Context: an optimization exercise on an open-source flow, tuned for small area. The choices shown serve that exercise and are no tape-out recipe.
In this exercise RTL edits were held to simulation tests only and were not proved equivalent to the original.
The clock port is modelled as an ideal driver; clocking choices that lean on that would not hold on a real chip.
No activity file was given, so power comes from the tool's default toggle rates.

Design uart_top, start of the top module:
 module uart_top(
    input  logic clk, rst,
    input  logic [7:0] i_tx_data,
    input  logic [3:0] i_len,
    input  logic [16:0] i_baud,  
    input  logic i_tx_str, i_rx_str, 
    input  logic i_parity_ty, i_parity_en, i_stop2,
    input  logic i_rx,
    output logic o_tx,
    output logic o_tx_done, o_rx_done,
    output logic o_tx_er, o_rx_er,
    output logic [7:0] o_rx 
 );
clock: 20.0 ns
lec_check: 0
cap_margin: 0
core_margin: 2
core_utilization: 60
cts_buf_list: sky130_fd_sc_hd__clkbuf_8
gpl_timing_driven: 0
place_density: 0.8
slew_margin: 0
run.sh (not shown) runs the stock make flow with config.mk's settings and CLKGATE_MAP_FILE= SYNTH_SCRIPT=/design/flow/synth_recipe.tcl, a recipe that flattens the netlist after the stock synthesis.
The first run finished with timing, DRC and antenna clean.
Then changed:
==> flow/flow/run.sh (new file) <==
#!/bin/bash
# The standard layout (standard.sh) with three changes that leave the
# registers exactly as the standard synthesis makes them:
#  - ABC maps the combinational logic with an area-oriented script
#    (flow/abc_area.script) instead of ORFS's speed script,
#  - Yosys does not pre-map adders to half/full-adder cells (ADDER_MAP_FILE
#    empty), so ABC sees all of the logic,
#  - the port buffers use the smallest buffer, sky130_fd_sc_hd__buf_1.
set -euo pipefail
W=$(pwd)
rm -rf "$W/scripts_area"
cp -r "$FLOW_HOME/scripts" "$W/scripts_area"
cp "$W/flow/abc_area.script" "$W/scripts_area/abc_speed.script"
export SCRIPTS_DIR="$W/scripts_area"
export BUFFER_PORTS_ARGS="-buffer_cell sky130_fd_sc_hd__buf_1"
export CTS_ARGS="-repair_clock_nets -dont_use_dummy_load -buf_list sky130_fd_sc_hd__clkbuf_8"
bash standard.sh ADDER_MAP_FILE= finish > "$W/standard.log" 2>&1
==> flow/flow/abc_area.script (new file) <==
strash
fraig
dch -f
map -a
amap
strash
dch -f
map -a
amap
==> flow/standard.sh (new file) <==
#!/bin/bash
# synth_recipe.tcl (not shown) runs the flow's synth.tcl, then flattens the netlist and writes it again
# the make line also repeats each setting of config.mk as NAME=value (left out here)
make -C /OpenROAD-flow-scripts/flow DESIGN_CONFIG=/design/flow/config.mk WORK_HOME=/design/flow/orfs CLKGATE_MAP_FILE= SYNTH_SCRIPT=/design/flow/synth_recipe.tcl "${@:-finish}"
CORE_UTILIZATION = 40   (was 60)
CTS_BUF_LIST = default   (was sky130_fd_sc_hd__clkbuf_8)
PLACE_DENSITY = default   (was 0.8)
removed: flow/run.sh
Result: Setup slack improves by 0.32 ns. Clock skew grows by 0.0051 ns. Total power shrinks by 12%. Final cell count grows by 1.3%. Maximum frequency grows by 5.4%. Synthesized cell count shrinks by 6.1%.


== run 1 ==
Starting RTL as in the previous note.
## uart_top
 module uart_top(
    input  logic clk, rst,
    input  logic [7:0] i_tx_data,
    input  logic [3:0] i_len,
    input  logic [16:0] i_baud,  
    input  logic i_tx_str, i_rx_str, 
    input  logic i_parity_ty, i_parity_en, i_stop2,
    input  logic i_rx,
    output logic o_tx,
    output logic o_tx_done, o_rx_done,
    output logic o_tx_er, o_rx_er,
    output logic [7:0] o_rx 
 );
clock: 20.0 ns
lec_check: 0
cap_margin: 0
core_margin: 2
core_utilization: 60
gpl_timing_driven: 0
place_density: 0.8
slew_margin: 0
standard.sh (not shown) runs the stock make flow with config.mk's settings and CLKGATE_MAP_FILE= SYNTH_SCRIPT=/design/flow/synth_recipe.tcl, a recipe that flattens the netlist after the stock synthesis.
==> flow/flow/run.sh <==
#!/bin/bash
# The standard layout (standard.sh, all steps) with these changes; the
# registers stay exactly as the standard synthesis makes them:
#  - ABC maps the combinational logic with an area-oriented script
#    (flow/abc_area.script) instead of ORFS's speed script,
#  - Yosys does not pre-map adders to half/full-adder cells (ADDER_MAP_FILE
#    empty), so ABC sees all of the logic,
#  - the port buffers use the smallest buffer, sky130_fd_sc_hd__buf_1,
#  - CTS uses clkbuf_8 and inserts no dummy loads; afterwards the root clock
#    buffer, which only drives the leaf buffers, becomes a clkbuf_2
#    (flow/post_cts.tcl). Every register is still clocked through root + leaf.
# Each tool's output goes to the ORFS logs under orfs/logs; make's own output
# goes to standard.log in this folder.
set -euo pipefail
W=$(pwd)
rm -rf "$W/scripts_area"
cp -r "$FLOW_HOME/scripts" "$W/scripts_area"
cp "$W/flow/abc_area.script" "$W/scripts_area/abc_speed.script"
export SCRIPTS_DIR="$W/scripts_area"
export BUFFER_PORTS_ARGS="-buffer_cell sky130_fd_sc_hd__buf_1"
export CTS_ARGS="-repair_clock_nets -dont_use_dummy_load -buf_list sky130_fd_sc_hd__clkbuf_8"
export POST_CTS_TCL="$W/flow/post_cts.tcl"
export CLK_ROOT_CELL=sky130_fd_sc_hd__clkbuf_2
bash standard.sh ADDER_MAP_FILE= finish > "$W/standard.log" 2>&1
Other scripts of this flow, unchanged in this note and not shown: flow/flow/abc_area.script, flow/flow/post_cts.tcl
What run 2 does differently from run 1 at the input level:
Settings: CORE_UTILIZATION: 60 -> 75.
Results
- Taking run 1 as the reference point, the slew at the pin closest to its max-slew limit of run 2 falls by 0.067 ns.
- Wire length reported by the detailed router of run 2 exceeds that of run 1 by more than 10%.
- Run 2 -> run 1: number of distinct standard cells referenced by the synthesized netlist delta 0, exact match
- Run 2: combinational fraction of design power 0.2 points above run 1
- On tightest hold margin, run 2 does better than run 1.
- Measured against each other, run 2 and run 1 differ in clock share of power, the higher figure coming from run 2.
- Maximum cell stage delay along the critical path delta (run 1 -> run 2): insignificant
- For the length of routed wiring on met1, run 2 came in 2.1% lower than run 1 did.
- The clock-pin transition on the worst setup and hold timing paths of run 2 is higher than that of run 1.
- Comparing run 2 and run 1, mean routed wirelength per cell is lower on run 1.
> inputs changed (run 2 -> run 3)
Settings: CORE_UTILIZATION changed from 75 to 40; PLACE_DENSITY removed (was 0.8).
[summary]
- Both conditions hold for run 3: the flow ran to the end and the final layout passed the timing, design-rule and antenna checks.
- The well-tap cell count in run 3 is 1.7 times that in run 2.
- In run 3, the area of the core came out 2800 sq um above the value in run 2.
- Die span in x grows by more than a quarter when moving from run 2 to run 3.
- Run 3 improves on run 2 in leakage dissipation.
- Run 2 → run 3: count of cells along the worst hold path now sits at about the same level, global router's overall resource usage decreased 14 points, total of fill cells in the finished design picked up an extra about 300%, share of the cycle needed by the critical path after routing increased by 0.18 points relative to the old numbers.
- Compared with run 2, run 3 shows a maximum clock rate that is 0.61% lower.
For run 4, these inputs were changed with respect to run 3:
Settings: swapping 40 for 60 in CORE_UTILIZATION; putting PLACE_DENSITY at 0.8 where nothing was set.
--- a/flow/flow/run.sh
+++ b/flow/flow/run.sh
@@ -6,5 +6,6 @@
 #  - Yosys does not pre-map adders to half/full-adder cells (ADDER_MAP_FILE
 #    empty), so ABC sees all of the logic,
-#  - the port buffers use the smallest buffer, sky130_fd_sc_hd__buf_1,
+#  - the port buffers, and the buffer synthesis puts on the constant output
+#    o_tx_er (MIN_BUF_CELL_AND_PORTS), use the smallest buffer, buf_1,
 #  - CTS uses clkbuf_8 and inserts no dummy loads; afterwards the root clock
 #    buffer, which only drives the leaf buffers, becomes a clkbuf_2
@@ -22,3 +23,3 @@
 export POST_CTS_TCL="$W/flow/post_cts.tcl"
 export CLK_ROOT_CELL=sky130_fd_sc_hd__clkbuf_2
-bash standard.sh ADDER_MAP_FILE= finish > "$W/standard.log" 2>&1
+bash standard.sh ADDER_MAP_FILE= "MIN_BUF_CELL_AND_PORTS=sky130_fd_sc_hd__buf_1 A X" finish > "$W/standard.log" 2>&1
### Flow results
Run 4 ended up with a lower share of the clock period used by the worst path than run 3 did. | die area | run 4 vs run 3 | about 32% lower |. | total core area | run 4 vs run 3 | 36% lower |. Changes observed in run 4 relative to run 3: wire length lower, fraction of area in registers higher, average routed wire per standard cell roughly the same. The area of all placed cells without fillers in run 4 sits about 1.6% below the value recorded for run 3. Comparing run 4 with run 3, the combinational cell fraction of total power came out essentially unchanged. Run 4 vs. run 3: first-pass GRT wire length has decreased, synthesized area has remained practically unchanged.


Another version of the RTL of uart_top (not shown whole).
Size in the first run: ~280 cells after synthesis, about 54 flip-flops, roughly 50 I/O pins, roughly 0.0024 mm² of cells after synthesis.
clock: 20.0 ns
lec_check: 0
cap_margin: 20
core_margin: 2
core_utilization: 40
gpl_timing_driven: 0
slew_margin: 20
==> flow/flow/run.sh <==
#!/bin/bash
# The standard layout (standard.sh) with three changes that leave the
# registers exactly as the standard synthesis makes them:
#  - ABC maps the combinational logic with an area-oriented script
#    (flow/abc_area.script) instead of ORFS's speed script,
#  - Yosys does not pre-map adders to half/full-adder cells (ADDER_MAP_FILE
#    empty), so ABC sees all of the logic,
#  - the port buffers use the smallest buffer, sky130_fd_sc_hd__buf_1.
set -euo pipefail
W=$(pwd)
rm -rf "$W/scripts_area"
cp -r "$FLOW_HOME/scripts" "$W/scripts_area"
cp "$W/flow/abc_area.script" "$W/scripts_area/abc_speed.script"
export SCRIPTS_DIR="$W/scripts_area"
export BUFFER_PORTS_ARGS="-buffer_cell sky130_fd_sc_hd__buf_1"
export CTS_ARGS="-sink_clustering_enable -repair_clock_nets -dont_use_dummy_load"
bash standard.sh ADDER_MAP_FILE= finish > "$W/standard.log" 2>&1
==> flow/flow/abc_area.script <==
strash
fraig
dch -f
map -a
amap
strash
dch -f
map -a
amap
The baseline finished with timing, DRC and antenna clean.
Next try:
--- a/flow/flow/run.sh
+++ b/flow/flow/run.sh
@@ -15,3 +15,3 @@
 export BUFFER_PORTS_ARGS="-buffer_cell sky130_fd_sc_hd__buf_1"
-export CTS_ARGS="-sink_clustering_enable -repair_clock_nets -dont_use_dummy_load"
+export CTS_ARGS="-sink_clustering_enable -repair_clock_nets -dont_use_dummy_load -sink_clustering_size 30 -sink_clustering_max_diameter 100 -buf_list sky130_fd_sc_hd__clkbuf_8"
 bash standard.sh ADDER_MAP_FILE= finish > "$W/standard.log" 2>&1
CAP_MARGIN = 0   (was 20)
SLEW_MARGIN = 0   (was 20)
The changed run went through all stages and came out clean.
Synthesized cell count does not change.
Design area fell slightly.
Sequential power hardly moves.
Synthesized area is unchanged.
Power fell slightly.
Global-route usage fell by 0.63 points.
Next try:
--- a/flow/flow/run.sh
+++ b/flow/flow/run.sh
@@ -15,3 +15,2 @@
 export BUFFER_PORTS_ARGS="-buffer_cell sky130_fd_sc_hd__buf_1"
-export CTS_ARGS="-sink_clustering_enable -repair_clock_nets -dont_use_dummy_load -sink_clustering_size 30 -sink_clustering_max_diameter 100 -buf_list sky130_fd_sc_hd__clkbuf_8"
 bash standard.sh ADDER_MAP_FILE= finish > "$W/standard.log" 2>&1
CAP_MARGIN = 20   (was 0)
GPL_TIMING_DRIVEN = default   (was 0)
SLEW_MARGIN = 20   (was 0)
Outcome: Design area goes up by 2.6%; worst hold slack improves by 0.0063 ns; setup slack hardly moves; synthesized area stays the same; count of clock-buffer cells in the layout goes up by 2; via count goes up by 3.8%; critical path depth goes up by 1; routed wire length goes up by 6.3%; combinational power goes up by about 4%; non-clock buffer count goes up by 2; final cell count goes up by 1.2%.

## re-timing with driven ports
The flow's constraints put no driver on any port. The routed layouts listed below were extracted and timed again, unchanged, in two steps. Step 1 (the two cells are an assumption about what drives the block):
set clk [get_ports {clk}]
set_driving_cell -lib_cell sky130_fd_sc_hd__clkbuf_16 $clk
set_driving_cell -lib_cell sky130_fd_sc_hd__buf_2 [delete_from_list [all_inputs] $clk]
Step 2 adds t to the input delays and takes it off the output delays; t is the mean of the earliest and latest rising clock arrival at the registers after step 1. Input paths then give back, and output paths get back, about the clock's delay inside the block. Slacks: ideal ports / drivers / drivers and shift; pairs: ideal ports / drivers.
| run | shift t [ns] | setup WS [ns] | worst hold slack (ns) | worst setup path after step 2 |
|---|---|---|---|---|
| the first run of note 1 | 0.325 | 13.821 / 13.795 / 13.843 | 0.375 / 0.375 / 0.375 | input to register |
| the second run of note 1 | 0.317 | 14.138 / 14.111 / 13.841 | 0.390 / 0.390 / 0.390 | input to register |
| run 1 | 0.395 | 14.110 / 14.090 / 13.855 | 0.390 / 0.390 / 0.390 | input to register |
| run 2 | 0.401 | 14.097 / 14.074 / 13.787 | 0.398 / 0.398 / 0.398 | input to register |
| run 3 | 0.396 | 14.061 / 14.037 / 13.840 | 0.391 / 0.391 / 0.391 | input to register |
| run 4 | 0.383 | 14.165 / 14.144 / 13.897 | 0.393 / 0.393 / 0.393 | input to register |
| the first run of note 3 | 0.320 | 13.956 / 13.962 / 13.642 | 0.447 / 0.447 / 0.447 | input to register |
| the second run of note 3 | 0.320 | 13.961 / 13.967 / 13.647 | 0.457 / 0.457 / 0.457 | input to register |
| the third run of note 3 | 0.332 | 13.961 / 13.968 / 13.636 | 0.463 / 0.463 / 0.463 | input to register |
After both steps every run listed still meets setup and hold. For the third run of note 3, which loses most, drivers alone change the setup slack by +0.007 ns; drivers and shift together by -0.325 ns.
